From an optimization exercise on the open Yosys and OpenROAD flow, aimed at small area, a short achievable clock period and few clock cycles; shortcuts taken in it are not production practice. Function was checked by simulation only, so behaviour that the tests miss may differ from the original. No activity file was given, so power comes from the tool's default toggle rates.

--- design/flow/design.v ---
`timescale 1ns/1ps
module vector_element_alu_x1 (
        input  logic [7:0] A,
        input  logic [7:0] B,
        input  logic [2:0] sel,
        output logic [7:0] R,
        output logic [3:0] MHI
    );
    logic [7:0] add_sub_out;
    logic [7:0] mlo;
    assign add_sub_out = A + (B ^ {8{sel[0]}}) + {7'd0, sel[0]};
    assign mlo         = A * {4'd0, B[3:0]};
    assign MHI         = A[3:0] * B[7:4];
    always_comb begin
        case (sel)
            3'b000, 3'b001, 3'b011: R = add_sub_out;
            3'b010:                 R = mlo;
            3'b100:                 R = A & B;
            3'b101:                 R = A | B;
            3'b110:                 R = A ^ B;
            default:                R = ~A;
        endcase
    end
endmodule
module vector_element_alu_x2 (
        input  logic [7:0] R,
        input  logic [3:0] MHI,
        input  logic [2:0] sel,
        output logic [7:0] S
    );
    always_comb begin
        case (sel)
            3'b010:  S = {R[7:4] + MHI, R[3:0]};
            3'b011:  S = {{7{R[7]}}, |R};
            default: S = R;
        endcase
    end
endmodule
`timescale 1ns/1ps
module vec_accel (
        input  logic       clk,
        input  logic       rst_l,
        input  logic [7:0] in_data,
        input  logic       in_valid,
        output logic       in_ready,
        output logic [7:0] out_data,
        output logic       out_valid
    );
    localparam int LANES = 4;               
    localparam int K     = 16 / LANES;      
    localparam int KB    = $clog2(K);
    localparam int LB    = $clog2(LANES);
    localparam int CW    = 8 * LANES;       
    localparam int D     = 3;               
    localparam int WS    = K - D;           
    localparam int Q     = 4;               
    localparam int QB    = $clog2(Q);
    localparam int NR    = 16;              
    logic [KB-1:0] phase;
    always_ff @(posedge clk, negedge rst_l)
        if (!rst_l) phase <= '0;
        else        phase <= phase + 1'b1;
    logic [NR-1:0][K-1:0][CW-1:0] ring;
    logic [NR-1:0] wr_en;
    logic [CW-1:0] wr_data;
    genvar gr, gs;
    generate
        for (gr = 0; gr < NR; gr++) begin : g_reg
            for (gs = 0; gs < K; gs++) begin : g_stage
                if (gs == WS) begin : g_w
                    always_ff @(posedge clk)
                        ring[gr][gs] <= wr_en[gr] ? wr_data : ring[gr][(gs + 1) % K];
                end else begin : g_s
                    always_ff @(posedge clk)
                        ring[gr][gs] <= ring[gr][(gs + 1) % K];
                end
            end
        end
    endgenerate
    typedef enum logic [2:0] {S_LO, S_HI, S_LEN, S_SCAL, S_VEC} fstate_t;
    typedef enum logic [3:0] {
        F_NOP, F_LOAD, F_BCAST, F_RET, F_MOV, F_VVI, F_VV, F_VSI, F_VSA, F_RED
    } fkind_t;
    fstate_t    fst;
    fkind_t     fk;
    logic [7:0] inst_lo, inst_hi;
    logic [4:0] len_r;
    logic [7:0] scal_r;
    logic [3:0] idx;
    logic       vec_last;
    logic [15:0][7:0] imm;
    logic [15:0] imm_we_oh;
    logic [7:0] imm_byte_q;
    logic       imm_owned;
    logic       imm_release;
    logic [Q-1:0] cnt_res;      
    logic        push_d;        
    logic        p_valid;       
    logic        pop;
    fkind_t hi_kind;
    always_comb begin
        hi_kind = F_NOP;
        if (!inst_lo[7]) begin
            if (inst_lo[6:4] == 3'b001)      hi_kind = F_LOAD;
            else if (inst_lo[6:4] == 3'b010) hi_kind = F_BCAST;
        end else begin
            case (in_data[7:4])
                4'b0001: hi_kind = F_RET;
                4'b0010: hi_kind = F_MOV;
                4'b1110: hi_kind = F_VVI;
                4'b1010: hi_kind = F_VV;
                4'b1111: hi_kind = F_VSI;
                4'b1011: hi_kind = F_VSA;
                4'b1001, 4'b1000: hi_kind = F_RED;
                default: hi_kind = F_NOP;
            endcase
        end
    end
    logic take;
    assign take = in_valid && in_ready;
    fstate_t     fst_n;
    logic [3:0]  idx_n;
    logic        vec_last_n, imm_owned_n;
    logic [Q-1:0] cnt_res_n;
    logic        full_n;
    always_comb begin
        push_d      = 1'b0;
        fst_n       = fst;
        idx_n       = idx;
        vec_last_n  = vec_last;
        imm_owned_n = imm_owned && !imm_release;
        if (take) begin
            case (fst)
                S_LO: fst_n = S_HI;
                S_HI: begin
                    push_d = hi_kind == F_RET || hi_kind == F_MOV || hi_kind == F_VV ||
                             hi_kind == F_VSA || hi_kind == F_RED;
                    if (hi_kind == F_LOAD || hi_kind == F_BCAST || hi_kind == F_VVI)
                        fst_n = S_LEN;
                    else if (hi_kind == F_VSI)
                        fst_n = S_SCAL;
                    else
                        fst_n = S_LO;
                end
                S_LEN: begin
                    idx_n      = '0;
                    vec_last_n = in_data[4:0] == 5'd1;
                    if (fk == F_BCAST)
                        fst_n = S_SCAL;
                    else if (in_data[4:0] == 5'd0) begin
                        push_d = 1'b1;
                        fst_n  = S_LO;
                    end else
                        fst_n = S_VEC;
                end
                S_SCAL: begin
                    push_d = 1'b1;
                    fst_n  = S_LO;
                end
                S_VEC: begin
                    if (idx == 4'd0)
                        imm_owned_n = 1'b1;
                    idx_n      = idx + 1'b1;
                    vec_last_n = {1'b0, idx} + 5'd2 == len_r;
                    if (vec_last) begin
                        push_d = 1'b1;
                        fst_n  = S_LO;
                    end
                end
                default: fst_n = S_LO;
            endcase
        end
        case ({push_d, pop})
            2'b10: begin
                cnt_res_n = {cnt_res[Q-2:0], 1'b1};
                full_n    = cnt_res[Q-2];
            end
            2'b01: begin
                cnt_res_n = {1'b0, cnt_res[Q-1:1]};
                full_n    = 1'b0;
            end
            default: begin
                cnt_res_n = cnt_res;
                full_n    = cnt_res[Q-1];
            end
        endcase
    end
    always_ff @(posedge clk, negedge rst_l) begin
        if (!rst_l) begin
            fst       <= S_LO;
            fk        <= F_NOP;
            idx       <= '0;
            vec_last  <= 1'b0;
            imm_we_oh <= '0;
            imm_owned <= 1'b0;
            p_valid   <= 1'b0;
            cnt_res   <= '0;
            in_ready  <= 1'b1;
        end else begin
            imm_we_oh <= (take && fst == S_VEC) ? 16'(1) << idx : '0;
            p_valid   <= push_d;
            cnt_res   <= cnt_res_n;
            fst       <= fst_n;
            idx       <= idx_n;
            vec_last  <= vec_last_n;
            imm_owned <= imm_owned_n;
            if (take && fst == S_HI)
                fk <= hi_kind;
            in_ready  <= !(fst_n != S_LO && !(fst_n == S_VEC && !vec_last_n) && full_n) &&
                         !(fst_n == S_VEC && idx_n == 4'd0 && imm_owned_n);
        end
    end
    always_ff @(posedge clk) begin
        if (take && fst == S_LO) inst_lo <= in_data;
        if (take && fst == S_HI) inst_hi <= in_data;
        if (take && fst == S_LEN) len_r <= in_data[4:0];
        if (take && fst == S_SCAL) scal_r <= in_data;
        imm_byte_q <= in_data;
        for (int i = 0; i < 16; i++)
            if (imm_we_oh[i])
                imm[i] <= imm_byte_q;
    end
    localparam logic [1:0] B_VB = 2'd0, B_IMM = 2'd1, B_SCAL = 2'd2, B_ACC = 2'd3;
    typedef struct packed {
        logic [3:0] a;
        logic [3:0] b;
        logic [2:0] op;         
        logic [1:0] bsel;
        logic       mask;       
        logic [4:0] len;
        logic [7:0] scal;
        logic       we;         
        logic       zero_a;
        logic       red;
        logic       red_ret;
        logic       own_imm;
        logic       ret;        
    } op_t;
    logic [15:0][4:0] vlen;
    logic [4:0] la, lb, lnew;
    op_t        pe;
    logic       lwe;
    always_ff @(posedge clk) begin
        if (fst == S_HI) begin
            la <= vlen[inst_lo[3:0]];
            lb <= vlen[in_data[3:0]];
        end
    end
    always_comb begin
        pe         = '0;
        pe.a       = inst_lo[3:0];
        pe.b       = inst_hi[3:0];
        pe.op      = inst_lo[6:4];
        pe.len     = len_r;
        pe.scal    = scal_r;
        lwe        = 1'b0;
        lnew       = len_r;
        case (fk)
            F_LOAD: begin
                pe.we = 1'b1; pe.zero_a = 1'b1; pe.op = 3'b101; pe.bsel = B_IMM; pe.mask = 1'b1;
                pe.own_imm = len_r != 5'd0;
                lwe = 1'b1; lnew = len_r;
            end
            F_BCAST: begin
                pe.we = 1'b1; pe.zero_a = 1'b1; pe.op = 3'b101; pe.bsel = B_SCAL; pe.mask = 1'b1;
                lwe = 1'b1; lnew = len_r;
            end
            F_MOV: begin
                pe.we = 1'b1; pe.zero_a = 1'b1; pe.op = 3'b101; pe.bsel = B_VB;
                lwe = 1'b1; lnew = lb;
            end
            F_RET: begin
                pe.ret = 1'b1; pe.zero_a = 1'b1; pe.op = 3'b101; pe.bsel = B_VB; pe.len = lb;
            end
            F_VVI: begin
                pe.we = 1'b1; pe.bsel = B_IMM; pe.mask = 1'b1;
                pe.own_imm = len_r != 5'd0;
                lwe = 1'b1; lnew = (la > len_r) ? la : len_r;
            end
            F_VV: begin
                pe.we = 1'b1; pe.bsel = B_VB;
                lwe = 1'b1; lnew = (la > lb) ? la : lb;
            end
            F_VSI: begin
                pe.we = 1'b1; pe.bsel = B_SCAL;
            end
            F_VSA: begin
                pe.we = 1'b1; pe.bsel = B_ACC;
            end
            F_RED: begin
                pe.red = 1'b1; pe.red_ret = inst_hi[4]; pe.len = la;
            end
            default: ;
        endcase
    end
    always_ff @(posedge clk)
        if (p_valid && lwe)
            vlen[inst_lo[3:0]] <= lnew;
    localparam int OPW = 33;             
    logic [Q-1:0][OPW-1:0] qmem;
    logic [QB-1:0] q_wp, q_rp;
    logic [Q-1:0]  q_cnt;          
    logic          q_ne;           
    assign q_ne = q_cnt[0];
    always_ff @(posedge clk)
        if (p_valid)
            qmem[q_wp] <= pe;
    always_ff @(posedge clk, negedge rst_l) begin
        if (!rst_l) begin
            q_wp  <= '0;
            q_rp  <= '0;
            q_cnt <= '0;
        end else begin
            if (p_valid) q_wp <= q_wp + 1'b1;
            if (pop)     q_rp <= q_rp + 1'b1;
            case ({p_valid, pop})
                2'b10: q_cnt <= {q_cnt[Q-2:0], 1'b1};
                2'b01: q_cnt <= {1'b0, q_cnt[Q-1:1]};
                default: ;
            endcase
        end
    end
    op_t qh;
    assign qh = qmem[q_rp];
    op_t           cur;
    logic          busy;
    logic [KB-1:0] scnt;
    logic [4:0] out_cnt;
    logic       out_nz;         
    logic [3:0] out_idx;
    logic [3:0] out_dly;
    logic       red_pending;
    logic [7:0] red_byte;
    logic [7:0] acc;
    logic x_valid, x_first, x_last, x_red, x_red_ret;
    logic y_valid, y_first, y_last, y_red, y_red_ret;
    logic red_busy, hazard, start, start_ret, can_main, can_ret, ret_wait;
    logic          rbusy;           
    logic [KB-1:0] rcnt;
    logic [3:0]    pb;              
    logic          cur_uses_b, qh_uses_b;
    assign cur_uses_b = cur.we && cur.bsel == B_VB;
    assign qh_uses_b  = qh.we && qh.bsel == B_VB;
    assign red_busy = red_pending || (busy && cur.red && cur.red_ret) ||
                      (x_red && x_red_ret) || (y_red && y_red_ret) ||
                      (z_red && z_red_ret);
    always_comb begin
        hazard = 1'b0;
        if (qh.bsel == B_ACC && !qh.red &&
            ((busy && cur.red && !cur.red_ret) || (x_red && !x_red_ret) ||
             (y_red && !y_red_ret)))
            hazard = 1'b1;
        if (qh.ret && (out_nz || red_busy))
            hazard = 1'b1;
        if (!qh.ret && qh_uses_b && rbusy && rcnt != KB'(K - 1))
            hazard = 1'b1;
        if (qh.red && qh.red_ret && red_busy)
            hazard = 1'b1;
    end
    assign ret_wait  = busy && scnt != KB'(K - 1) &&
                       (cur_uses_b || (cur.we && cur.a == qh.b));
    assign can_main  = !busy || scnt == KB'(K - 1);
    assign can_ret   = (!rbusy || rcnt == KB'(K - 1)) && !ret_wait;
    assign start     = q_ne && !qh.ret && can_main && !hazard;
    assign start_ret = q_ne && qh.ret && can_ret && !hazard;
    assign pop       = start || start_ret;
    always_ff @(posedge clk, negedge rst_l) begin
        if (!rst_l) begin
            rbusy <= 1'b0;
            rcnt  <= '0;
        end else begin
            if (start_ret) begin
                rbusy <= 1'b1;
                rcnt  <= '0;
            end else if (rbusy) begin
                rcnt <= rcnt + 1'b1;
                if (rcnt == KB'(K - 1))
                    rbusy <= 1'b0;
            end
        end
    end
    always_ff @(posedge clk)
        if (start_ret || (start && qh_uses_b))
            pb <= qh.b;
    assign imm_release = busy && scnt == KB'(K - 1) && cur.own_imm;
    always_ff @(posedge clk, negedge rst_l) begin
        if (!rst_l) begin
            busy <= 1'b0;
            scnt <= '0;
        end else begin
            if (start) begin
                busy <= 1'b1;
                scnt <= '0;
            end else if (busy) begin
                scnt <= scnt + 1'b1;
                if (scnt == KB'(K - 1))
                    busy <= 1'b0;
            end
        end
    end
    always_ff @(posedge clk)
        if (start)
            cur <= qh;
    logic [CW-1:0] head_a, head_b, imm_c;
    logic [NR-1:0][CW-1:0] heads;
    logic [K-1:0][CW-1:0]  obuf;
    logic [3:0]            cur_a;
    generate
        for (gr = 0; gr < NR; gr++) begin : g_head
            assign heads[gr] = ring[gr][0];
        end
    endgenerate
    assign cur_a  = cur.a;
    assign head_a = heads[cur_a];
    assign head_b = heads[pb];
    always_ff @(posedge clk) begin
        for (int i = 0; i < K - 1; i++)
            obuf[i] <= obuf[i + 1];
        obuf[K - 1] <= rbusy ? head_b : obuf[0];
    end
    logic [4:0] lane0;
    assign lane0 = 5'(phase) * 5'(LANES);
    always_comb
        for (int l = 0; l < LANES; l++)
            imm_c[l*8 +: 8] = imm[4'(lane0 + 5'(l))];
    logic [CW-1:0]    r_b, r_a;
    logic [LANES-1:0] r_in;
    logic [7:0]       r_ident;      
    always_comb
        case (cur.op[1:0])
            2'b00, 2'b01: r_ident = 8'h00;
            2'b10:        r_ident = 8'h7f;
            default:      r_ident = 8'h80;
        endcase
    always_comb begin
        for (int l = 0; l < LANES; l++) begin
            r_in[l] = lane0 + 5'(l) < cur.len;
            case (cur.bsel)
                B_VB:    r_b[l*8 +: 8] = head_b[l*8 +: 8];
                B_IMM:   r_b[l*8 +: 8] = imm_c[l*8 +: 8];
                B_SCAL:  r_b[l*8 +: 8] = cur.scal;
                default: r_b[l*8 +: 8] = acc;
            endcase
            if (cur.mask && !r_in[l])
                r_b[l*8 +: 8] = 8'h00;
            if (cur.zero_a)
                r_a[l*8 +: 8] = 8'h00;
            else if (cur.red && !r_in[l])
                r_a[l*8 +: 8] = r_ident;
            else
                r_a[l*8 +: 8] = head_a[l*8 +: 8];
        end
    end
    logic [CW-1:0]    x_a, x_b;
    logic [2:0]       x_op;
    logic [NR-1:0]    x_we, y_we;
    logic [LANES-1:0] x_rmask;
    always_ff @(posedge clk, negedge rst_l) begin
        if (!rst_l) begin
            x_valid   <= 1'b0;
            x_first   <= 1'b0;
            x_last    <= 1'b0;
            x_red     <= 1'b0;
            x_red_ret <= 1'b0;
            x_we      <= '0;
            y_valid   <= 1'b0;
            y_first   <= 1'b0;
            y_last    <= 1'b0;
            y_red     <= 1'b0;
            y_red_ret <= 1'b0;
            y_we      <= '0;
        end else begin
            x_valid   <= busy;
            x_first   <= busy && scnt == '0;
            x_last    <= busy && scnt == KB'(K - 1);
            x_red     <= busy && cur.red;
            x_red_ret <= busy && cur.red && cur.red_ret;
            x_we      <= '0;
            if (busy) begin
                if (cur.we)  x_we[cur.a] <= 1'b1;
            end
            y_valid   <= x_valid;
            y_first   <= x_first;
            y_last    <= x_last;
            y_red     <= x_red;
            y_red_ret <= x_red_ret;
            y_we      <= x_we;
        end
    end
    always_ff @(posedge clk) begin
        x_op    <= cur.op;
        x_a     <= r_a;
        x_b     <= r_b;
        x_rmask <= r_in;
    end
    logic [2:0]                y_op;
    logic [LANES-1:0][7:0]     y_res;
    logic [LANES-1:0][3:0]     y_mhi;
    logic [LANES-1:0][7:0]     x_res;
    logic [LANES-1:0][3:0]     x_mhi;
    genvar gl;
    generate
        for (gl = 0; gl < LANES; gl++) begin : g_lane
            vector_element_alu_x1 alu1 (
                .A(x_a[gl*8 +: 8]),
                .B(x_b[gl*8 +: 8]),
                .sel(x_op),
                .R(x_res[gl]),
                .MHI(x_mhi[gl])
            );
            vector_element_alu_x2 alu2 (
                .R(y_res[gl]),
                .MHI(y_mhi[gl]),
                .sel(y_op),
                .S(wr_data[gl*8 +: 8])
            );
        end
    endgenerate
    always_ff @(posedge clk) begin
        y_op  <= x_op;
        y_res <= x_res;
        y_mhi <= x_mhi;
    end
    assign wr_en = y_we;
    function automatic logic [7:0] rcomb(input logic [1:0] op, input logic [7:0] p,
                                         input logic [7:0] q);
        logic lt;
        lt = $signed(p) < $signed(q);
        case (op)
            2'b00:   rcomb = p + q;
            2'b01:   rcomb = p | q;
            2'b10:   rcomb = lt ? p : q;
            default: rcomb = lt ? q : p;
        endcase
    endfunction
    logic [1:0] x_rop, y_rop, z_rop;
    assign x_rop = x_op[1:0];
    logic [LANES/2-1:0][7:0] y_pair;
    logic [7:0] z_part, racc, rnext;
    logic z_first, z_last, z_red, z_red_ret;
    always_ff @(posedge clk) begin
        for (int l = 0; l < LANES / 2; l++)
            y_pair[l] <= rcomb(x_rop, x_a[16*l +: 8], x_a[16*l+8 +: 8]);
        y_rop  <= x_rop;
        z_part <= rcomb(y_rop, y_pair[0], y_pair[1]);
        z_rop  <= y_rop;
    end
    always_ff @(posedge clk, negedge rst_l) begin
        if (!rst_l) begin
            z_first   <= 1'b0;
            z_last    <= 1'b0;
            z_red     <= 1'b0;
            z_red_ret <= 1'b0;
        end else begin
            z_first   <= y_first;
            z_last    <= y_last;
            z_red     <= y_red;
            z_red_ret <= y_red_ret;
        end
    end
    assign rnext = z_first ? z_part : rcomb(z_rop, racc, z_part);
    always_ff @(posedge clk) begin
        if (z_red)
            racc <= rnext;
        if (z_red && z_last && !z_red_ret)
            acc <= rnext;
        if (z_red && z_red_ret && z_last)
            red_byte <= rnext;
    end
    logic [KB-1:0] out_stage;
    logic [CW-1:0] out_chunk;
    logic          out_emit;
    logic          out_dz;      
    assign out_chunk = obuf[out_stage];
    assign out_emit  = out_nz && out_dz;
    always_ff @(posedge clk, negedge rst_l) begin
        if (!rst_l) begin
            out_cnt     <= '0;
            out_nz      <= 1'b0;
            out_stage   <= '0;
            out_idx     <= '0;
            out_dly     <= '0;
            out_dz      <= 1'b1;
            red_pending <= 1'b0;
            out_valid   <= 1'b0;
            out_data    <= 8'h00;
        end else begin
            out_valid <= 1'b0;
            if (out_dly != 4'd0)
                out_dly <= out_dly - 1'b1;
            out_dz <= out_dly <= 4'd1;
            out_stage <= out_stage - 1'b1 +
                         KB'(out_emit && out_idx[LB-1:0] == LB'(LANES - 1));
            if (out_emit) begin
                out_valid <= 1'b1;
                out_data  <= out_chunk[out_idx[LB-1:0]*8 +: 8];
                out_idx   <= out_idx + 1'b1;
                out_cnt   <= out_cnt - 1'b1;
                out_nz    <= out_cnt != 5'd1;
            end else if (!out_nz && red_pending) begin
                out_valid   <= 1'b1;
                out_data    <= red_byte;
                red_pending <= 1'b0;
            end
            if (start_ret) begin
                out_cnt   <= qh.len;
                out_nz    <= qh.len != 5'd0;
                out_idx   <= '0;
                out_stage <= ~phase;
                out_dly <= 4'(K);
                out_dz  <= 1'b0;
            end
            if (z_red && z_red_ret && z_last)
                red_pending <= 1'b1;
        end
    end
endmodule
--- design/flow/flow/run.sh ---
#!/bin/bash
set -euo pipefail
MARGIN=6.7
sed "s/CLKGATE_MAP_FILE= /CLKGATE_MAP_FILE= SETUP_SLACK_MARGIN=${MARGIN} /" standard.sh > standard_margin.sh
bash standard_margin.sh > flow.log 2>&1
--- design/flow/standard.sh ---
#!/bin/bash
# synth_recipe.tcl (not shown) runs the flow's synth.tcl, then flattens the netlist and writes it again
# the make line also repeats each setting of config.mk as NAME=value (left out here)
make -C /OpenROAD-flow-scripts/flow DESIGN_CONFIG=/design/flow/config.mk WORK_HOME=/design/flow/orfs CLKGATE_MAP_FILE= SYNTH_SCRIPT=/design/flow/synth_recipe.tcl "${@:-finish}"
--- design/flow/config.mk ---
export PLATFORM = sky130hd
export DESIGN_NAME = vec_accel
export DESIGN_NICKNAME = vec_accel
export VERILOG_FILES = /design/flow/design.v
export SDC_FILE = /design/flow/constraint.sdc
export NUM_CORES = 4
export LEC_CHECK = 0
export ABC_CLOCK_PERIOD_IN_PS = 3500
export CAP_MARGIN = 20
export CORE_MARGIN = 2
export CORE_UTILIZATION = 40
export PLACE_DENSITY = 0.6
export SLEW_MARGIN = 20
--- design/flow/constraint.sdc ---
create_clock -name core_clock -period 10.0 [get_ports {clk}]
set_input_delay 2.0000 -clock core_clock [delete_from_list [all_inputs] [get_ports {clk}]]
set_output_delay 2.0000 -clock core_clock [all_outputs]
set_load 0.01 [all_outputs]
==> impl_metrics.toml, run 1 <==
[floorplanning]
dieArea_um2 = 250000
start_util_pct = 40.1
core_um2 = 245000
die_h_um = 500
die_w_um = 500
pin_count = 21
rows = 182

[route]
wirelength_um = 254000
drc = 0
vias_per_cell = 5.29
antenna_left = 0
drtIter0Drc = 4392
via_count = 57900
drt-wirelength-per-cell_um = 23.2
dr.pass1.iters = 6

[yosys]
synth.yosys.seq_area_share_pct = 63.6
syn_area_per_cell_um2 = 13.3
ys_ff_latch = 2880
synth_cell_types = 86
synth_fp_nets = 7749
synth_edf_count = 432
synth_area_leader_cell = "dfxtp_1"
synth_top_area_share_pct = 47.4
synthCells = 7405
synth-main-ff-cell = "dfxtp_1"
async_flop_share_pct = 4.17
ys_top_cells_by_area = "dfxtp_1, edfxtp_1, mux4_2, ha_1, dfrtp_1"
ys_warn_count = 3
synth.cell_area_um2 = 98400

[sta]
fin_crit_ps = 3630
final_hold_viol_count = 0
grt_setup_unrepaired = "yes"
max_freq_mhz = 275
fin_worst_skew_ps = 57.6
tightest_slew_ps = 1210
slew-limit-headroom_pct = 18.3
slew_viol_final = 0
finalCritPeriodShare_pct = 36.3
setup_tns_ps = 0
finalSetupViolCount = 0

[clock_tree]
cts_hold_buf = 0
clk_path_buf_depth = 4
cts_tree = "built"
path_clk_slew_ps = 60
clkLatencyLatePin_ps = 960
cts_buffers = 295
htreeDepth = 5
cts_root_buffer = "clkbuf_16"
cts.sinks = 2880

[status]
status = "complete, no violations"

[pwr]
p_leak_uw = 0.0450
power_density_nw_per_um2 = 354
peakVddDrop_mv = 0.175
power_uw = 40100

[critical_path]
cp-startpoint = "in_ready$_DFF_PN1_"
cp_max_fo = 2
crit_slowest_cell = "dfstp_2"
crit_arrival_ps = 1630
r2r-start = "q_rp[1]$_DFFE_PN0N_"
worstSetupPathType = "reg -> out"
cp.buffers_inverters = 1
cp_top_family = "flip-flops"
critPathLaunchType = "flop"
worstPathCellList = "buf_6"
cp_data_required_time_ps = 8000
crit_path_end_kind = "primary output"
cpPeakStageDelay_ps = 590

[job]
drv_cap = 0

[cells_and_area]
layout-drive-gt1-share_pct = 19.3
n_fill_cell = 21500
area_growth_pct = 15.1
final_common_cell = "dfxtp_1"
layout_common_cells = "dfxtp_1, nor2_1, a21oi_1"
final_nets = 7874

[global_routing]
antenna_found_initial = 10
grt_pass1_vias = 59000
gr-total-overflow = 0
grt_use_total_pct = 20.1
grt_pass1_wl_um = 380000
grt_max_degree = 102

[placed_design]
dp_hpwl_um = 158000
io_buffers = 20
gp_congestion = 0.884

[hold_path]
hp-class = "reg -> reg"
hold_path.startpoint = "ring[1082]$_DFF_P_"
-- metal layers --
| metal | global-route usage [%] | vias up | wire [um] |
|---|---|---|---|
| met5 | 0 | - | 61 |
| met4 | 7.14 | 8 | 8590 |
| met3 | 2.85 | 499 | 12900 |
| met2 | 32.6 | 1636 | 119000 |
| met1 | 27.4 | 29300 | 114000 |
| li1 | - | 26500 | - |
-- cells in the mapped netlist, types with 8 or more instances --
| library cell | count |
|---|---|
| dfxtp_1 | 2328 |
| nor2_1 | 627 |
| a21oi_1 | 583 |
| mux4_2 | 459 |
| edfxtp_1 | 432 |
| inv_1 | 371 |
| nand2_1 | 348 |
| clkbuf_1 | 308 |
| ha_1 | 285 |
| mux2_2 | 204 |
| o21ai_0 | 171 |
| dfrtp_1 | 118 |
| xnor2_1 | 92 |
| mux2i_1 | 85 |
| o22ai_1 | 78 |
| xor2_1 | 64 |
| nor3_1 | 58 |
| a21o_1 | 51 |
| a32o_1 | 49 |
| fa_1 | 48 |
| buf_2 | 42 |
| o211a_1 | 36 |
| buf_1 | 34 |
| a31oi_1 | 31 |
| a211oi_1 | 29 |
| and3_1 | 29 |
| nand2b_1 | 29 |
| nand3_1 | 29 |
| nor2b_1 | 28 |
| o21a_1 | 27 |
| a221oi_1 | 25 |
| a22o_1 | 23 |
| o31ai_1 | 23 |
| and2_1 | 20 |
| nor4_1 | 20 |
| a22oi_1 | 17 |
| o211ai_1 | 14 |
| o21bai_1 | 14 |
| nor3b_1 | 13 |
| a221o_1 | 12 |
| o221ai_1 | 12 |
| or3_1 | 11 |
| o311ai_0 | 8 |
-- repair_timing --
action,4_1_cts,5_1_grt
pin swaps,10,26
setup endpoints to repair,410,182
buffers inserted,23,68
resized for setup,146,93
cloned,2,1
-- cell families (layout without fill, tap and decap cells) --
family | Yosys count | after routing | share of synthesized area, %
flops | 2880 | 2880 | 63.6
compound gates | 1266 | 1266 | 8.05
simple gates | 1252 | 1252 | 5.45
buf+inv | 762 | 1093 | 3.00
mux | 752 | 752 | 13.8
fa+ha+maj | 333 | 333 | 4.60
xor+xnor | 160 | 160 | 1.48
other cells | 0 | 4 | 0
-- area by class of cell --
class | count | area [um2] | share of cell area [%]
Timing Repair Buffer | 218 | 1930 | 1.71
Antenna cell | 4 | 10.0 | 0.00884
Sequential cell | 2880 | 62800 | 55.4
Clock buffer | 404 | 8470 | 7.48
Inverter | 372 | 1450 | 1.28
Clock inverter | 99 | 1300 | 1.15
Tap cell | 3220 | 4030 | 3.56
Multi-Input combinational cell | 3763 | 33300 | 29.4
-- path summary, 6_finish.rpt --
kind / slack [ps] / to / cells past startpoint
setup / recovery: 6370 / in_ready / 1
hold / removal: 270 / ring[1050]$_DFF_P_ / 0
setup reg to reg: 6640 / in_ready$_DFF_PN1_ / 11
hold reg to reg: 270 / ring[1050]$_DFF_P_ / 0
max in group asynchronous: 7450 / y_we[6]$_DFF_PN0_ / 2
min in group asynchronous: 1010 / out_data[0]$_DFFE_PN0P_ / 1
-- where the power goes --
part / internal (uW) / total (uW) / leakage, uW / switching (uW)
Sequential: 15400 / 17400 / 0.0245 / 2030
Combinational: 4830 / 11600 / 0.0157 / 6760
Clock: 6640 / 11100 / 0.00478 / 4430
Total: 26800 / 40100 / 0.0450 / 13200
-- flip-flops by register name, indices dropped and copies added (netlist names), 16 cells and up --
name	cells
y_res	32
qmem	132
y_we	16
x_we	16
y_pair	16
x_b	32
y_mhi	16
ring	2048
imm	128
vlen	80
imm_we_oh	16
obuf	128
cur	28
x_a	32
-- through the flow --
stage | hold WS, ps | worst slack [ps] | instance area [um2] | util [%] | std cells
after floorplan | 310 | 5900 | 98500 | - | 7405
after global routing | 267 | 6300 | 113000 | 46.2 | 11000
after global placement | 310 | 4610 | 102000 | 41.6 | 10400
after CTS | 265 | 6300 | 112000 | 45.8 | 10900
after detailed placement | 312 | 4720 | 102000 | 41.6 | 10400
final | 268 | 6370 | 113000 | 46.2 | 11000
Testbench counts, summed over its fixed seeds: cycles 25,458.
==> run 2, diff against run 1 <==
--- a/design/flow/design.v
+++ b/design/flow/design.v
@@ -384,3 +384,12 @@
             pb <= qh.b;
-    assign imm_release = busy && scnt == KB'(K - 1) && cur.own_imm;
+    logic imm_rel_done;     
+    assign imm_release = busy && cur.own_imm && !imm_rel_done &&
+                         (phase == '0 || scnt == KB'(K - 3));
+    always_ff @(posedge clk, negedge rst_l)
+        if (!rst_l)
+            imm_rel_done <= 1'b0;
+        else if (start)
+            imm_rel_done <= 1'b0;
+        else if (imm_release)
+            imm_rel_done <= 1'b1;
     always_ff @(posedge clk, negedge rst_l) begin
==> impl_metrics.toml, run 2 <==
[status]
status = "complete, no violations"

[route]
drtIter0Drc = 4546
antenna_left = 0
drt-wirelength-per-cell_um = 23.4
wirelength_um = 251000
vias_per_cell = 5.23
dr.pass1.iters = 6
drc = 0
via_count = 56200

[floorplanning]
start_util_pct = 40.1
die_w_um = 498
die_h_um = 498
rows = 181
core_um2 = 243000
pin_count = 21
dieArea_um2 = 248000

[global_routing]
antenna_found_initial = 13
gr-total-overflow = 0
grt_pass1_vias = 57200
grt_use_total_pct = 20.0
grt_max_degree = 90
grt_pass1_wl_um = 374000

[yosys]
ys_warn_count = 3
syn_area_per_cell_um2 = 13.4
synth_area_leader_cell = "dfxtp_1"
synth.cell_area_um2 = 97400
synth.yosys.seq_area_share_pct = 64.3
yosysMostFrequentCell = "dfxtp_1"
async_flop_share_pct = 4.20
ys_ff_latch = 2881
synth_fp_nets = 7593
synthTopCellsByCount = "dfxtp_1, nor2_1, a21oi_1"
synthSimpleGateAreaFrac_pct = 5.12
synth_fa_ha_area_share_pct = 4.67
ys_top_cells_by_area = "dfxtp_1, edfxtp_1, mux4_2, ha_1, dfrtp_1"
synthCells = 7247
synth_top_family_by_area = "multiplexers"
synth_edf_count = 432
synth_cell_types = 83
synthMuxAreaShare_pct = 14.2
synth_compound_area_share_pct = 7.27
synth_xor_area_share_pct = 1.64
synth-main-ff-cell = "dfxtp_1"
synth_top_area_share_pct = 47.8

[clock_tree]
cts_tree = "built"
cts_buffers = 295
cts_hold_buf = 0
cts.sinks = 2881
htreeDepth = 5
cts_root_buffer = "clkbuf_16"
clkLatencyLatePin_ps = 950
clk_path_buf_depth = 4
path_clk_slew_ps = 60

[sta]
grt_setup_unrepaired = "yes"
slew_viol_final = 0
finalCritPeriodShare_pct = 36.3
tightest_slew_ps = 1090
setup_tns_ps = 0
fin_worst_skew_ps = 85.0
max_freq_mhz = 276
final_hold_viol_count = 0
fin_crit_ps = 3630
holdWs_ps = 263
slew-limit-headroom_pct = 27.0
finalSetupViolCount = 0

[pwr]
p_leak_uw = 0.0444
peakVddDrop_mv = 0.161
power_density_nw_per_um2 = 366

[critical_path]
worstSetupPathType = "reg -> out"
crit_slowest_cell = "dfstp_2"
cp_data_required_time_ps = 8000
cp_max_fo = 3
worstPathCellList = "buf_6"
cp.buffers_inverters = 1
cpPeakStageDelay_ps = 610
crit_path_end_kind = "primary output"
critPathLaunchType = "flop"
cp_top_family = "flip-flops"
crit_arrival_ps = 1630

[job]
drv_cap = 0

[cells_and_area]
largest-register = "ring"
reg_top3 = "ring (2048), qmem (132)"
layout-drive-gt1-share_pct = 18.7
largest_reg_flops = 2048
n_fill_cell = 21400
final_nets = 7684
layout_common_cells = "dfxtp_1, nor2_1, a21oi_1"
area_growth_pct = 14.4
final_common_cell = "dfxtp_1"

[placed_design]
io_buffers = 20
gp_congestion = 0.923
dp_hpwl_um = 157000

[hold_path]
hp-class = "reg -> reg"
[run 2: cell count changes in the layout (fill, tap and decap cells not counted), sizes merged, moves of 20 or more]
cell   previous run  this run
nor3             58        38
a32o             49         9
nor2            628       599
buf             210       158
xnor2            92       120
o21ai           175       215
[run 2: report_power, final]
group / internal, uW / leakage [uW] / switching, uW / total [uW]
combinational: 5040 / 0.0151 / 6780 / 11800
sequential: 16000 / 0.0247 / 2340 / 18300
clock: 6280 / 0.00461 / 4410 / 10700
[run 2: path summary, 6_finish.rpt]
kind	end	depth (start not counted)	start	slack [ps]
max	in_ready	1	in_ready$_DFF_PN1_	6370
min	ring[1238]$_DFF_P_	0	ring[1270]$_DFF_P_	260
max reg2reg	x_b[2]$_SDFF_PP0_	6	pb[1]$_DFFE_PP_	6750
min reg2reg	ring[1238]$_DFF_P_	0	ring[1270]$_DFF_P_	260
max in group asynchronous	y_we[15]$_DFF_PN0_	2	rst_l	7740
min in group asynchronous	out_data[5]$_DFFE_PN0P_	1	rst_l	1020
[run 2: cell families (layout without fill, tap and decap cells)]
family / after synthesis / after routing
adder cells (fa/ha/maj): 335 / 335
multiplexers: 764 / 764
AND/OR/NAND/NOR: 1183 / 1183
flip-flops: 2881 / 2881
buffers and inverters: 718 / 1009
XOR/XNOR: 182 / 182
AO/OA/AOI/OAI: 1184 / 1184
other: 0 / 4
[run 2: metal layers]
layer | global-route usage (%) | part of all wire [%]
met1 | 27.4 | 45
met2 | 32.6 | 47
met3 | 2.88 | 4.9
met4 | 6.55 | 3.3
met5 | 0 | 0.014
[run 2: stage by stage]
stage               cells  util, %  total power, uW  worst slack [ps]  area (um2)
CTS                 10700     45.7            40900              6330      111000
detailed placement  10200     41.7            29900              5080      101000
global route        10700     45.9            42800              6330      111000
global placement    10200     41.7            29600              5010      101000
floorplan            7247        -            25700              5560       97500
finish              10700     45.9            40800              6370      111000
[run 2: cell type report]
class                      instances  area, um2  area share (%)
timing repair buffer             169       1590            1.43
multi-input combinational       3648      32400            29.0
tap                             3202       4010            3.60
inverter                         343       1300            1.17
antenna                            4       10.0         0.00898
sequential                      2881      62800            56.3
clock buffer                     407       8480            7.62
clock inverter                    90        881           0.791
[run 2: repair_timing]
item                                    CTS  global route
pin swaps                                 5            11
gates cloned                              3             1
gates resized for setup                 130            58
endpoints found under the setup margin  237           120
buffers inserted                         10            35
hold endpoints to repair                  0             0
Testbench counts of run 2, summed over its fixed seeds: cycles 24,800.
==> run 3, diff against run 2 <==
--- a/design/flow/design.v
+++ b/design/flow/design.v
@@ -90,2 +90,3 @@
     logic       vec_last;
+    logic       vec_last2;      
     logic [15:0][7:0] imm;
@@ -163,3 +164,3 @@
                     idx_n      = idx + 1'b1;
-                    vec_last_n = {1'b0, idx} + 5'd2 == len_r;
+                    vec_last_n = vec_last2;
                     if (vec_last) begin
@@ -193,2 +194,3 @@
             vec_last  <= 1'b0;
+            vec_last2 <= 1'b0;
             imm_we_oh <= '0;
@@ -205,2 +207,6 @@
             vec_last  <= vec_last_n;
+            if (take && fst == S_LEN)
+                vec_last2 <= in_data[4:0] == 5'd2;
+            else if (take && fst == S_VEC)
+                vec_last2 <= {1'b0, idx} + 5'd3 == len_r;
             imm_owned <= imm_owned_n;
@@ -336,3 +342,3 @@
     logic y_valid, y_first, y_last, y_red, y_red_ret;
-    logic red_busy, hazard, start, start_ret, can_main, can_ret, ret_wait;
+    logic red_busy, hazard, start, pop_ret, rgo, rgo_pend, rgo_direct;
     logic          rbusy;           
@@ -341,2 +347,6 @@
     logic          cur_uses_b, qh_uses_b;
+    logic          rpend;
+    logic [3:0]    rp_b;
+    logic [4:0]    rp_len;
+    logic          go_free;         
     assign cur_uses_b = cur.we && cur.bsel == B_VB;
@@ -346,2 +356,7 @@
                       (z_red && z_red_ret);
+    assign go_free  = !out_nz && !red_busy && (!rbusy || rcnt == KB'(K - 1));
+    logic cur_reading;
+    assign cur_reading = busy && scnt != KB'(K - 1);
+    assign rgo_pend = rpend && go_free &&
+                      !(cur_reading && (cur_uses_b || (cur.we && cur.a == rp_b)));
     always_comb begin
@@ -352,5 +367,5 @@
             hazard = 1'b1;
-        if (qh.ret && (out_nz || red_busy))
+        if (qh_uses_b && ((rbusy && rcnt != KB'(K - 1)) || rgo_pend))
             hazard = 1'b1;
-        if (!qh.ret && qh_uses_b && rbusy && rcnt != KB'(K - 1))
+        if (rpend && ((qh.we && qh.a == rp_b) || qh.ret || (qh.red && qh.red_ret)))
             hazard = 1'b1;
@@ -359,9 +374,8 @@
     end
-    assign ret_wait  = busy && scnt != KB'(K - 1) &&
-                       (cur_uses_b || (cur.we && cur.a == qh.b));
-    assign can_main  = !busy || scnt == KB'(K - 1);
-    assign can_ret   = (!rbusy || rcnt == KB'(K - 1)) && !ret_wait;
-    assign start     = q_ne && !qh.ret && can_main && !hazard;
-    assign start_ret = q_ne && qh.ret && can_ret && !hazard;
-    assign pop       = start || start_ret;
+    assign start      = q_ne && !qh.ret && (!busy || scnt == KB'(K - 1)) && !hazard;
+    assign pop_ret    = q_ne && qh.ret && !hazard;
+    assign rgo_direct = pop_ret && qh.len != 5'd0 && go_free &&
+                        !(cur_reading && (cur_uses_b || (cur.we && cur.a == qh.b)));
+    assign rgo        = rgo_pend || rgo_direct;
+    assign pop        = start || pop_ret;
     always_ff @(posedge clk, negedge rst_l) begin
@@ -370,4 +384,5 @@
             rcnt  <= '0;
+            rpend <= 1'b0;
         end else begin
-            if (start_ret) begin
+            if (rgo) begin
                 rbusy <= 1'b1;
@@ -379,7 +394,18 @@
             end
+            if (rgo_pend)
+                rpend <= 1'b0;
+            if (pop_ret && qh.len != 5'd0 && !rgo_direct)
+                rpend <= 1'b1;
         end
     end
-    always_ff @(posedge clk)
-        if (start_ret || (start && qh_uses_b))
+    always_ff @(posedge clk) begin
+        if (pop_ret) begin
+            rp_b   <= qh.b;
+            rp_len <= qh.len;
+        end
+        if (rgo)
+            pb <= rgo_pend ? rp_b : qh.b;
+        else if (start && qh_uses_b)
             pb <= qh.b;
+    end
     logic imm_rel_done;     
@@ -613,5 +639,5 @@
             end
-            if (start_ret) begin
-                out_cnt   <= qh.len;
-                out_nz    <= qh.len != 5'd0;
+            if (rgo) begin
+                out_cnt   <= rgo_pend ? rp_len : qh.len;
+                out_nz    <= 1'b1;
                 out_idx   <= '0;
==> impl_metrics.toml, run 3 <==
[critical_path]
cp.buffers_inverters = 1
worstPathCellList = "buf_6"
cp.depth = 1
r2r_setup_slack_ps = 6730
crit_arrival_ps = 1590
cpPeakStageDelay_ps = 570
reg2reg_depth = 7
cp-endpoint = "in_ready"
worstSetupPathType = "reg -> out"
cp-startpoint = "in_ready$_DFF_PN1_"
crit_path_end_kind = "primary output"
cp_top_family = "flip-flops"
cp_max_fo = 3
cp_data_required_time_ps = 8000
r2r-start = "pb[1]$_DFFE_PP_"
critPathLaunchType = "flop"
crit_slowest_cell = "dfstp_2"
reg2reg_to = "x_b[5]$_SDFF_PP0_"

[clock_tree]
cts_root_buffer = "clkbuf_16"
cts_buffers = 296
cts.sinks = 2892
path_clk_slew_ps = 70
clkLatencyLatePin_ps = 930
cts_tree = "built"
clk_path_buf_depth = 4
htreeDepth = 5

[cells_and_area]
largest-register = "ring"
area_growth_pct = 14.0
layout-drive-gt1-share_pct = 18.2
final_nets = 7833
final_common_cell = "dfxtp_1"
layout_common_cells = "dfxtp_1, nor2_1, a21oi_1"
reg_top3 = "ring (2048), qmem (132)"
largest_reg_flops = 2048

[yosys]
synth_top_area_share_pct = 47.3
synth-main-ff-cell = "dfxtp_1"
synth_fa_ha_area_share_pct = 4.63
async_flop_share_pct = 4.25
synth_fp_nets = 7775
synth_cell_types = 86
ys_ff_latch = 2892
synth.yosys.seq_area_share_pct = 63.8
synthSimpleGateAreaFrac_pct = 5.58
synth_xor_area_share_pct = 1.64
syn_area_per_cell_um2 = 13.3
ys_warn_count = 3
synth_top_family_by_area = "multiplexers"
yosysMostFrequentCell = "dfxtp_1"
ys_top_cells_by_area = "dfxtp_1, edfxtp_1, mux4_2, ha_1, dfrtp_1"
synth_edf_count = 441
synthMuxAreaShare_pct = 13.7
synthTopCellsByCount = "dfxtp_1, nor2_1, a21oi_1"
synthCells = 7428
synth_compound_area_share_pct = 7.78
synth_area_leader_cell = "dfxtp_1"
synth.cell_area_um2 = 98600

[sta]
finalSetupViolCount = 0
worst_slack_ps = 6410
slew_viol_final = 0
fin_crit_ps = 3590
tightest_slew_ps = 1150
fin_worst_skew_ps = 82.8
max_freq_mhz = 278
setup_tns_ps = 0
grt_setup_unrepaired = "yes"
finalCritPeriodShare_pct = 35.9
slew-limit-headroom_pct = 23.4
final_hold_viol_count = 0

[pwr]
clockPowerShare_pct = 26.7
power.internal_uw = 26900
peakVddDrop_mv = 0.189
switching_share_pct = 33.3
switchingPower_uw = 13400
p_comb_share_pct = 28.5
power_density_nw_per_um2 = 358
p_seq_share_pct = 44.8
p_leak_uw = 0.0446

[floorplanning]
core_um2 = 245000
dieArea_um2 = 250000
start_util_pct = 40.2
pin_count = 21
die_w_um = 500
rows = 182
die_h_um = 500

[global_routing]
grt_max_degree = 87
grt_pass1_vias = 59300
antenna_found_initial = 10
gr-total-overflow = 0
grt_use_total_pct = 20.1
grt_pass1_wl_um = 382000

[placed_design]
gp_congestion = 0.891
dp_hpwl_um = 161000
preCtsSetupSlack_ps = 4970
io_buffers = 20

[route]
dr.pass1.iters = 7
vias_per_cell = 5.30
wirelength_um = 254000
drc = 0
drtIter0Drc = 4669
antenna_left = 0
drt-wirelength-per-cell_um = 23.3
via_count = 57900

[status]
status = "complete, no violations"

[job]
drv_cap = 0

[hold_path]
hp-class = "reg -> reg"
[run 3: cell types whose count changed in the layout (fill, tap and decap cells not counted), sizes merged, moves of 9 or more]
| cell | change |
|---|---|
| nand3 | +13 |
| a21oi | +9 |
| o221ai | +51 |
| buf | -17 |
| nand2 | +74 |
| a31oi | +18 |
| edfxtp | +9 |
| o21ai | -62 |
| clkinv | +20 |
| nor2 | +20 |
| mux2i | -11 |
| a221oi | -10 |
| mux2 | -9 |
[run 3: power by group through the flow]
stage          clock (uW)  combinational [uW]  sequential (uW)
5_1_grt             11400               12400            18400
3_5_place_dp            0               11200            18200
4_1_cts             10900               11400            18100
2_1_floorplan           0                8020            17100
3_3_place_gp            0               11000            18100
6_report            10800               11500            18100
[run 3: through the flow]
step / instance area, um2 / util [%] / power (uW) / hold slack (ps) / instances
2_1_floorplan: 98700 / - / 25100 / 310 / 7428
3_3_place_gp: 102000 / 41.7 / 29100 / 310 / 10400
3_5_place_dp: 102000 / 41.7 / 29400 / 312 / 10400
4_1_cts: 112000 / 45.7 / 40400 / 267 / 10900
5_1_grt: 112000 / 45.8 / 42300 / 274 / 10900
6_report: 112000 / 45.8 / 40300 / 272 / 10900
[run 3: cell type report]
| cell class | count | area (um2) |
|---|---|---|
| fillers | 21600 | 133000 |
| inverters | 343 | 1310 |
| clock buffers | 402 | 8490 |
| multi-input cells | 3803 | 33100 |
| repair buffers | 150 | 1390 |
| flip-flops and latches | 2892 | 63100 |
| well taps | 3220 | 4030 |
| clock inverters | 107 | 972 |
| diodes | 3 | 7.51 |
[run 3: what timing repair did]
action | in CTS | in global routing
buffers inserted | 5 | 16
setup endpoints to repair | 192 | 164
gates cloned | 3 | 0
resized for setup | 127 | 52
pin swaps | 3 | 4
hold buffers | 0 | 0
[run 3: layer usage]
| layer | global-route usage [%] | wire, um |
|---|---|---|
| met2 | 33.0 | 120000 |
| met4 | 6.58 | 7910 |
| met5 | 0 | 8 |
| met1 | 27.3 | 113000 |
| met3 | 3.00 | 13000 |
[run 3: worst min path at each step]
stage	end	slack, ps	depth (start not counted)	from
after global placement	ring[214]$_DFF_P_	310	0	ring[246]$_DFF_P_
final	ring[1546]$_DFF_P_	270	0	ring[1578]$_DFF_P_
after CTS	ring[1546]$_DFF_P_	270	0	ring[1578]$_DFF_P_
after floorplan	ring[0]$_DFF_P_	310	0	ring[32]$_DFF_P_
after detailed placement	ring[142]$_DFF_P_	310	0	ring[174]$_DFF_P_
after global routing	ring[669]$_DFF_P_	270	0	ring[701]$_DFF_P_
[run 3: kinds of logic after synthesis]
group,count (synthesis)
AOI/OAI and AO/OA,1236
xor gates and xnor gates,185
adders and majority gates,336
buffers and inverters,733
DFF,2892
muxes,738
and+or+nand+nor,1308
Testbench counts of run 3, summed over its fixed seeds: cycles 24,302.
==> run 4, diff against run 3 <==
--- a/design/flow/config.mk
+++ b/design/flow/config.mk
@@ -10,4 +10,4 @@
 export CORE_MARGIN = 2
-export CORE_UTILIZATION = 40
-export PLACE_DENSITY = 0.6
+export CORE_UTILIZATION = 55
+export PLACE_DENSITY = 0.7
 export SLEW_MARGIN = 20
==> impl_metrics.toml, run 4 <==
[yosys]
ys_warn_count = 3
synth_top_area_share_pct = 47.3
synth-main-ff-cell = "dfxtp_1"
ys_top_cells_by_area = "dfxtp_1, edfxtp_1, mux4_2, ha_1, dfrtp_1"
synth_area_leader_cell = "dfxtp_1"
synth_fp_nets = 7775
ys_ff_latch = 2892
synth.cell_area_um2 = 98600
synthTopCellsByCount = "dfxtp_1, nor2_1, a21oi_1"
synth_cell_types = 86
synthCells = 7428
synth_edf_count = 441
async_flop_share_pct = 4.25
syn_area_per_cell_um2 = 13.3
yosysMostFrequentCell = "dfxtp_1"
synth.yosys.seq_area_share_pct = 63.8

[sta]
fin_worst_skew_ps = 83.6
tightest_slew_ps = 1200
fin_crit_ps = 3580
setup_tns_ps = 0
max_freq_mhz = 279
slew-limit-headroom_pct = 19.1
grt_setup_unrepaired = "yes"
finalSetupViolCount = 0
slew_viol_final = 0
final_hold_viol_count = 0
finalCritPeriodShare_pct = 35.8

[global_routing]
antenna_found_initial = 7
gr-total-overflow = 0
grt_use_total_pct = 27.0
grt_pass1_wl_um = 369000
grt_pass1_vias = 58800
grt_max_degree = 94

[hold_path]
hp-class = "reg -> reg"
hold_path.startpoint = "ring[1786]$_DFF_P_"
min_delay_worst_endpoint = "ring[1754]$_DFF_P_"
hold_path_depth = 0

[cells_and_area]
reg_top3 = "ring (2048), qmem (132)"
largest-register = "ring"
layout-drive-gt1-share_pct = 18.3
largest_reg_flops = 2048
final_util_pct = 62.6
layout_common_cells = "dfxtp_1, nor2_1, a21oi_1"
final_nets = 7826
final_common_cell = "dfxtp_1"
area_growth_pct = 13.2

[pwr]
peakVddDrop_mv = 0.189
power_density_nw_per_um2 = 364
p_leak_uw = 0.0447

[floorplanning]
rows = 155
core_um2 = 178000
dieArea_um2 = 183000
die_h_um = 427
pin_count = 21
start_util_pct = 55.3
die_w_um = 427

[critical_path]
crit_slowest_cell = "dfstp_2"
cp_data_required_time_ps = 8000
cp_top_family = "flip-flops"
worstSetupPathType = "reg -> out"
critPathLaunchType = "flop"
reg2reg_depth = 7
cp_max_fo = 3
cpPeakStageDelay_ps = 590
r2r_setup_slack_ps = 6710
crit_path_end_kind = "primary output"
cp.buffers_inverters = 1
crit_arrival_ps = 1580
worstPathCellList = "buf_6"
reg2reg_to = "pb[0]$_DFFE_PP_"
cp-startpoint = "in_ready$_DFF_PN1_"
cp.depth = 1
r2r-start = "q_rp[0]$_DFFE_PN0N_"

[route]
antenna_left = 0
dr.pass1.iters = 6
wirelength_um = 248000
via_count = 58800
drc = 0
drtIter0Drc = 5310
drt-wirelength-per-cell_um = 24.7
vias_per_cell = 5.85

[clock_tree]
cts_tree = "built"
cts_buffers = 289
cts.sinks = 2892
htreeDepth = 5
path_clk_slew_ps = 60
cts_hold_buf = 0
cts_root_buffer = "clkbuf_16"
clkLatencyLatePin_ps = 940
clk_path_buf_depth = 4

[placed_design]
dp_hpwl_um = 155000
io_buffers = 20
gp_congestion = 0.909

[status]
status = "complete, no violations"

[job]
drv_cap = 0
run 4: logic make-up after synthesis:
family                   Yosys count  share of synthesized area (%)
AO/OA/AOI/OAI                   1236                           7.78
XOR/XNOR                         185                           1.64
adder cells (fa/ha/maj)          336                           4.63
buffers and inverters            733                           2.86
flip-flops                      2892                           63.8
multiplexers                     738                           13.7
AND/OR/NAND/NOR                 1308                           5.58
run 4: final cells by class:
cell class                      count  area (um2)
Sequential cell                  2892       63100
Antenna cell                        3        7.51
Clock inverter                    113        1400
Fill cell                       12900       66600
Clock buffer                      388        8330
Inverter                          343        1320
Tap cell                         2355        2950
Timing Repair Buffer              150        1370
Multi-Input combinational cell   3803       33200
run 4: worst max-delay path by stage:
stage / end / slack, ps
detailed placement: in_ready$_DFF_PN1_ / 5010
finish: in_ready / 6420
global placement: in_ready$_DFF_PN1_ / 5060
floorplan: vlen[0]$_DFFE_PP_ / 5600
CTS: in_ready / 6360
global route: in_ready / 6350
run 4: per-stage QoR:
step / hold WS (ps) / instances / area (um2) / setup WS (ps) / power (uW)
CTS: 250 / 10000 / 111000 / 6360 / 40500
finish: 252 / 10000 / 112000 / 6420 / 40600
detailed placement: 312 / 9510 / 101000 / 5010 / 29300
global route: 260 / 10000 / 112000 / 6350 / 42400
global placement: 310 / 9509 / 101000 / 5060 / 28900
floorplan: 310 / 7428 / 98700 / 5600 / 25100
run 4: report_power, final:
group	switching (uW)	internal, uW	total [uW]
Combinational	6700	4760	11500
Sequential	2290	15800	18100
Clock	4430	6620	11000
Total	13400	27200	40600
run 4: layer usage:
layer	global-route usage, %	routed length (um)	vias to the layer above
met5	0	40	-
met4	10.7	10000	6
met3	3.96	16200	553
met2	42.9	115000	2244
met1	37.4	107000	29600
li1	-	-	26400
run 4: what timing repair did:
item | CTS | global route
endpoints found under the setup margin | 416 | 184
pin swaps | 4 | 6
setup buffers | 4 | 26
resized for setup | 122 | 62
cloned | 3 | 0
run 4: worst reg2reg max path, cell delays in order, from the launching register on:
cell	delay, ps
dfrtp_2	460
buf_12	200
buf_4	160
mux4_2	570
or4_1	460
or2_0	360
a31oi_4	390
nand2_1	290
==> run 5, diff against run 4 <==
--- a/design/flow/design.v
+++ b/design/flow/design.v
@@ -304,4 +304,20 @@
             vlen[inst_lo[3:0]] <= lnew;
-    localparam int OPW = 33;             
-    logic [Q-1:0][OPW-1:0] qmem;
+    typedef struct packed {
+        logic [3:0] kind;
+        logic [3:0] a;
+        logic [2:0] op;
+        logic [4:0] len;
+        logic [7:0] pay;
+    } qent_t;
+    localparam int QEW = 24;             
+    logic [Q-1:0][QEW-1:0] qmem;
+    qent_t ce, qc;
+    always_comb begin
+        ce      = '0;
+        ce.kind = fk;
+        ce.a    = inst_lo[3:0];
+        ce.op   = (fk == F_RED) ? {inst_hi[4], inst_lo[5:4]} : inst_lo[6:4];
+        ce.len  = pe.len;
+        ce.pay  = (fk == F_BCAST || fk == F_VSI) ? scal_r : {4'd0, inst_hi[3:0]};
+    end
     logic [QB-1:0] q_wp, q_rp;
@@ -312,3 +328,3 @@
         if (p_valid)
-            qmem[q_wp] <= pe;
+            qmem[q_wp] <= ce;
     always_ff @(posedge clk, negedge rst_l) begin
@@ -319,4 +335,4 @@
         end else begin
-            if (p_valid) q_wp <= q_wp + 1'b1;
-            if (pop)     q_rp <= q_rp + 1'b1;
+            if (p_valid) q_wp <= (q_wp == QB'(Q - 1)) ? '0 : q_wp + 1'b1;
+            if (pop)     q_rp <= (q_rp == QB'(Q - 1)) ? '0 : q_rp + 1'b1;
             case ({p_valid, pop})
@@ -329,3 +345,37 @@
     op_t qh;
-    assign qh = qmem[q_rp];
+    assign qc = qmem[q_rp];
+    always_comb begin
+        qh      = '0;
+        qh.a    = qc.a;
+        qh.b    = qc.pay[3:0];
+        qh.op   = qc.op;
+        qh.len  = qc.len;
+        qh.scal = qc.pay;
+        case (qc.kind)
+            F_LOAD: begin
+                qh.we = 1'b1; qh.zero_a = 1'b1; qh.op = 3'b101; qh.bsel = B_IMM; qh.mask = 1'b1;
+                qh.own_imm = qc.len != 5'd0;
+            end
+            F_BCAST: begin
+                qh.we = 1'b1; qh.zero_a = 1'b1; qh.op = 3'b101; qh.bsel = B_SCAL; qh.mask = 1'b1;
+            end
+            F_MOV: begin
+                qh.we = 1'b1; qh.zero_a = 1'b1; qh.op = 3'b101; qh.bsel = B_VB;
+            end
+            F_RET: begin
+                qh.ret = 1'b1; qh.zero_a = 1'b1; qh.op = 3'b101; qh.bsel = B_VB;
+            end
+            F_VVI: begin
+                qh.we = 1'b1; qh.bsel = B_IMM; qh.mask = 1'b1;
+                qh.own_imm = qc.len != 5'd0;
+            end
+            F_VV:  begin qh.we = 1'b1; qh.bsel = B_VB; end
+            F_VSI: begin qh.we = 1'b1; qh.bsel = B_SCAL; end
+            F_VSA: begin qh.we = 1'b1; qh.bsel = B_ACC; end
+            F_RED: begin
+                qh.red = 1'b1; qh.red_ret = qc.op[2]; qh.op = {1'b0, qc.op[1:0]};
+            end
+            default: ;
+        endcase
+    end
     op_t           cur;
--- a/design/flow/config.mk
+++ b/design/flow/config.mk
@@ -10,4 +10,4 @@
 export CORE_MARGIN = 2
-export CORE_UTILIZATION = 55
-export PLACE_DENSITY = 0.7
+export CORE_UTILIZATION = 40
+export PLACE_DENSITY = 0.6
 export SLEW_MARGIN = 20
==> impl_metrics.toml, run 5 <==
[status]
status = "complete, no violations"

[sta]
max_freq_mhz = 282
worst_slack_ps = 6450
fin_worst_skew_ps = 63.0
fin_crit_ps = 3550
setup_tns_ps = 0
final_hold_viol_count = 0
finalSetupViolCount = 0
finalCritPeriodShare_pct = 35.5
slew_viol_final = 0
slew-limit-headroom_pct = 24.5
tightest_slew_ps = 1130
grt_setup_unrepaired = "yes"

[critical_path]
worstSetupPathType = "reg -> out"
cp_max_fo = 2
cp.buffers_inverters = 1
cp_data_required_time_ps = 8000
r2r-start = "q_rp[0]$_DFFE_PN0N_"
crit_slowest_cell = "dfstp_2"
crit_arrival_ps = 1550
worstPathCellList = "buf_6"
crit_path_end_kind = "primary output"
cp_top_family = "flip-flops"
cpPeakStageDelay_ps = 570
reg2reg_to = "cnt_res[0]$_DFFE_PN0P_"
r2r_setup_slack_ps = 6750
critPathLaunchType = "flop"
reg2reg_depth = 10

[route]
vias_per_cell = 5.27
drt-wirelength-per-cell_um = 23.2
dr.pass1.iters = 7
antenna_left = 0
drc = 0
wirelength_um = 251000
via_count = 57100
drtIter0Drc = 4255

[cells_and_area]
layout-drive-gt1-share_pct = 18.7
largest_reg_flops = 2048
reg_top3 = "ring (2048), imm (128), obuf (128)"
final_nets = 7764
n_fill_cell = 21300
layout_common_cells = "dfxtp_1, nor2_1, a21oi_1"
largest-register = "ring"
area_growth_pct = 14.5
final_common_cell = "dfxtp_1"

[clock_tree]
cts_tree = "built"
htreeDepth = 5
cts_root_buffer = "clkbuf_16"
path_clk_slew_ps = 60
cts.sinks = 2856
clkLatencyLatePin_ps = 930
cts_buffers = 293
clk_path_buf_depth = 4

[yosys]
synth_area_leader_cell = "dfxtp_1"
syn_area_per_cell_um2 = 13.3
yosysMostFrequentCell = "dfxtp_1"
synth_cell_types = 85
ys_warn_count = 3
async_flop_share_pct = 4.31
synth_edf_count = 405
ys_ff_latch = 2856
synthTopCellsByCount = "dfxtp_1, nor2_1, a21oi_1"
synth.yosys.seq_area_share_pct = 63.4
synth.cell_area_um2 = 97500
synth-main-ff-cell = "dfxtp_1"
synth_top_area_share_pct = 47.8
synth_fp_nets = 7701
ys_top_cells_by_area = "dfxtp_1, edfxtp_1, mux4_2, ha_1, dfrtp_1"
synthCells = 7352

[floorplanning]
pin_count = 21
die_h_um = 498
start_util_pct = 40.2
core_um2 = 243000
die_w_um = 498
rows = 181
dieArea_um2 = 248000

[pwr]
peakVddDrop_mv = 0.223
switchingPower_uw = 13900
p_comb_share_pct = 29.9
power_density_nw_per_um2 = 370
switching_share_pct = 33.7
clockPowerShare_pct = 26.3
power.internal_uw = 27400
p_leak_uw = 0.0443
p_seq_share_pct = 43.8

[placed_design]
gp_congestion = 0.864
preCtsSetupSlack_ps = 4920
dp_hpwl_um = 156000
io_buffers = 20

[global_routing]
grt_use_total_pct = 19.9
grt_max_degree = 81
grt_pass1_wl_um = 375000
antenna_found_initial = 6
gr-total-overflow = 0
grt_pass1_vias = 57900

[hold_path]
min_delay_worst_endpoint = "ring[460]$_DFF_P_"
hold_path.startpoint = "ring[492]$_DFF_P_"
hold_path_depth = 0
hp-class = "reg -> reg"

[job]
drv_cap = 0
## run 5: cell types whose count changed in the layout (fill, tap and decap cells not counted), sizes merged, moves of 27 or more
cell | before | now
clkbuf | 390 | 434
inv | 344 | 295
edfxtp | 441 | 405
clkinv | 72 | 41
nand2 | 436 | 335
o221ai | 52 | 21
o21ai | 153 | 180
mux2i | 71 | 117
a32o | 13 | 52
## run 5: cells by family (layout without fill, tap and decap cells)
kind of cell | Yosys count | in the layout | share of synthesized area (%)
adders and majority gates | 338 | 338 | 4.71
AOI/OAI and AO/OA | 1256 | 1256 | 8.07
DFF | 2856 | 2856 | 63.4
muxes | 778 | 778 | 14.0
other | 0 | 3 | 0
and+or+nand+nor | 1250 | 1251 | 5.50
buffers and inverters | 695 | 971 | 2.72
xor gates and xnor gates | 179 | 179 | 1.61
## run 5: power groups by stage
| stage | Clock, uW | Combinational (uW) | Sequential (uW) |
|---|---|---|---|
| 4_1_cts | 11100 | 12200 | 18100 |
| 2_1_floorplan | 0 | 8510 | 17100 |
| 3_3_place_gp | 0 | 11700 | 18100 |
| 5_1_grt | 11500 | 13400 | 18500 |
| 6_report | 10900 | 12400 | 18100 |
| 3_5_place_dp | 0 | 11900 | 18200 |
## run 5: worst max path at each step
| stage | startpoint | endpoint | slack (ps) | depth (start not counted) |
|---|---|---|---|---|
| 6_report | in_ready$_DFF_PN1_ | in_ready | 6450 | 1 |
| 5_1_grt | in_ready$_DFF_PN1_ | in_ready | 6370 | 1 |
| 4_1_cts | in_ready$_DFF_PN1_ | in_ready | 6370 | 1 |
| 3_5_place_dp | in_data[2] | in_ready$_DFF_PN1_ | 4920 | 11 |
| 3_3_place_gp | in_data[4] | in_ready$_DFF_PN1_ | 4860 | 13 |
| 2_1_floorplan | p_valid$_DFF_PN0_ | vlen[0]$_DFFE_PP_ | 5650 | 2 |
## run 5: routing by layer
layer / part of all wire [%] / wire length, um / track usage (%) / up-vias
met5: 0.0052 / 13 / 0 / -
met4: 3.0 / 7410 / 6.36 / 2
met3: 4.8 / 12100 / 2.74 / 430
met2: 47 / 118000 / 32.4 / 1547
met1: 45 / 114000 / 27.4 / 28900
li1: - / - / - / 26300
## run 5: area by class of cell
class,instances,area [um2],area share [%]
multi-input cells,3802,33400,29.9
clock buffers,430,8670,7.76
diodes,3,7.51,0.00672
inverters,291,1110,0.994
repair buffers,170,1550,1.38
clock inverters,79,956,0.856
flip-flops and latches,2856,62000,55.5
repair inverters,1,5.00,0.00448
well taps,3202,4010,3.59
## run 5: per-stage QoR
step	instance area (um2)	power (uW)	utilization, %	std cells	hold WS [ps]
6_report	112000	41300	46.0	10800	279
5_1_grt	112000	43400	46.0	10800	287
4_1_cts	111000	41300	45.8	10800	275
3_5_place_dp	101000	30200	41.7	10300	312
3_3_place_gp	101000	29800	41.7	10300	310
2_1_floorplan	97700	25600	-	7352	310
## run 5: repair_timing
| item | in CTS | in global routing |
|---|---|---|
| gates cloned | 4 | 3 |
| setup endpoints to repair | 308 | 191 |
| pin swaps | 7 | 13 |
| buffers inserted | 14 | 33 |
| resized for setup | 137 | 70 |
| hold buffers | 0 | 0 |
Testbench counts of run 5, summed over its fixed seeds: cycles 24,302.
==> run 6, diff against run 5 <==
--- a/design/flow/config.mk
+++ b/design/flow/config.mk
@@ -11,2 +11,4 @@
 export CORE_UTILIZATION = 40
+export CTS_CLUSTER_DIAMETER = 106
+export CTS_CLUSTER_SIZE = 22
 export PLACE_DENSITY = 0.6
==> impl_metrics.toml, run 6 <==
[global_routing]
busiest_layer = "met2"
gr-total-overflow = 0
grt_pass1_vias = 56400
grt_use_total_pct = 19.5
grt_pass1_wl_um = 368000

[clock_tree]
cts_buffers = 149
path_clk_slew_ps = 90
clkLatencyLatePin_ps = 850
clk_path_buf_depth = 3
htreeDepth = 4
cts_tree = "built"
cts_root_buffer = "clkbuf_16"
cts_hold_buf = 0

[yosys]
synthCells = 7352
synth_fp_nets = 7701
synth_top_area_share_pct = 47.8
synth_fa_ha_area_share_pct = 4.71
synth_compound_area_share_pct = 8.07
synth-main-ff-cell = "dfxtp_1"
ys_top_cells_by_area = "dfxtp_1, edfxtp_1, mux4_2, ha_1, dfrtp_1"
ys_ff_latch = 2856
synth_edf_count = 405
synth_top_family_by_area = "multiplexers"
synth_xor_area_share_pct = 1.61
syn_area_per_cell_um2 = 13.3
synth.yosys.seq_area_share_pct = 63.4

[cells_and_area]
fin_area_um2 = 106000
layout-drive-gt1-share_pct = 15.8
final_nets = 7624

[critical_path]
crit_path_end_kind = "primary output"
r2r-start = "q_rp[0]$_DFFE_PN0N_"
crit_arrival_ps = 1500
cp.buffers_inverters = 1
worstSetupPathType = "reg -> out"
cp-endpoint = "in_ready"
crit_slowest_cell = "dfstp_2"
cpPeakStageDelay_ps = 580
cp_max_fo = 2
critPathLaunchType = "flop"
cp-startpoint = "in_ready$_DFF_PN1_"
reg2reg_depth = 11
cp_top_family = "flip-flops"

[pwr]
peakVddDrop_mv = 0.212
p_leak_uw = 0.0416

[route]
antenna_left = 0
dr.pass1.iters = 5
drt-wirelength-per-cell_um = 23.4
vias_per_cell = 5.32
drtIter0Drc = 4340
wirelength_um = 247000
drc = 0

[floorplanning]
rows = 181
die_w_um = 498
die_h_um = 498
pin_count = 21
dieArea_um2 = 248000
start_util_pct = 40.2

[placed_design]
placed_cell_area_um2 = 101000
io_buffers = 20
dp_hpwl_um = 156000

[sta]
setup_tns_ps = 0
fin_crit_ps = 3500
slew-limit-headroom_pct = 23.8
grt_setup_unrepaired = "yes"
finalCritPeriodShare_pct = 35.0
worst_slack_ps = 6500
slew_viol_final = 0
fin_worst_skew_ps = 60.7

[job]
drv_cap = 0

[hold_path]
hold_path_depth = 0

[status]
status = "complete, no violations"
==> run 6: worst min-delay path by stage <==
stage | from | slack, ps | to
final | ring[1844]$_DFF_P_ | 300 | ring[1812]$_DFF_P_
after global routing | ring[381]$_DFF_P_ | 300 | ring[349]$_DFF_P_
after CTS | ring[1844]$_DFF_P_ | 300 | ring[1812]$_DFF_P_
after global placement | ring[434]$_DFF_P_ | 310 | ring[402]$_DFF_P_
after floorplan | ring[32]$_DFF_P_ | 310 | ring[0]$_DFF_P_
after detailed placement | ring[167]$_DFF_P_ | 310 | ring[135]$_DFF_P_
==> run 6: cell families (layout without fill, tap and decap cells) <==
logic type / Yosys count / after routing
AOI/OAI and AO/OA: 1256 / 1256
xor gates and xnor gates: 179 / 179
adders and majority gates: 338 / 338
buffers and inverters: 695 / 660
DFF: 2856 / 2856
muxes: 778 / 778
other: 0 / 2
and+or+nand+nor: 1250 / 1251
==> run 6: timing repair <==
action	in CTS	in global routing
gates cloned	4	3
gates resized for setup	146	64
endpoints found under the hold margin	0	0
pin swaps	11	13
buffers inserted	21	30
endpoints found under the setup margin	319	189
==> run 6: through the flow <==
step	utilization (%)	hold slack (ps)
2_1_floorplan	-	310
3_3_place_gp	41.7	310
3_5_place_dp	41.7	312
4_1_cts	43.6	297
5_1_grt	43.8	301
6_report	43.8	297
==> run 6: cell type report <==
| type | instances | area [um2] | area share (%) |
|---|---|---|---|
| antenna | 2 | 5.00 | 0.00471 |
| inverter | 291 | 1110 | 1.05 |
| tap | 3202 | 4010 | 3.77 |
| timing repair buffer | 174 | 1590 | 1.49 |
| sequential | 2856 | 62000 | 58.3 |
| clock buffer | 175 | 3830 | 3.60 |
| clock inverter | 19 | 419 | 0.394 |
| multi-input combinational | 3802 | 33400 | 31.4 |
| timing repair inverter | 1 | 5.00 | 0.00471 |
==> run 6: power breakdown <==
group          switching [uW]  internal, uW
Clock                    3690          2780
Sequential               2260         15800
Combinational            7240          5130
Total                   13200         23700
==> run 6: routing by layer <==
metal,part of all wire [%],wire (um)
met1,46,112000
met4,2.6,6370
met3,4.8,11900
met2,47,116000
met5,0.018,45

re-timing with driven ports:
The results above use ideal ports. As a check the final layouts listed here were re-extracted and re-timed, cells and wires unchanged.
Step 1, drivers: a clkbuf_16 drives clk and a buf_2 each remaining input, both assumed.
Step 2, shift: input delay + t, output delay - t, t = (earliest + latest rising clock arrival at the registers) / 2. This alone moves slack from input paths to output paths.
Slacks: ideal / step 1 / step 2; pairs: ideal / step 1.
run | t, ns | setup slack, ns
run 1 | 1.004 | 6.368 / 6.291 / 5.493
run 2 | 0.995 | 6.374 / 6.290 / 5.713
run 3 | 0.977 | 6.409 / 6.323 / 5.732
run 4 | 0.987 | 6.416 / 6.329 / 5.652
run 5 | 0.986 | 6.448 / 6.357 / 5.718
run 6 | 0.911 | 6.502 / 6.410 / 5.742
After both steps setup and hold are still met in every run listed.
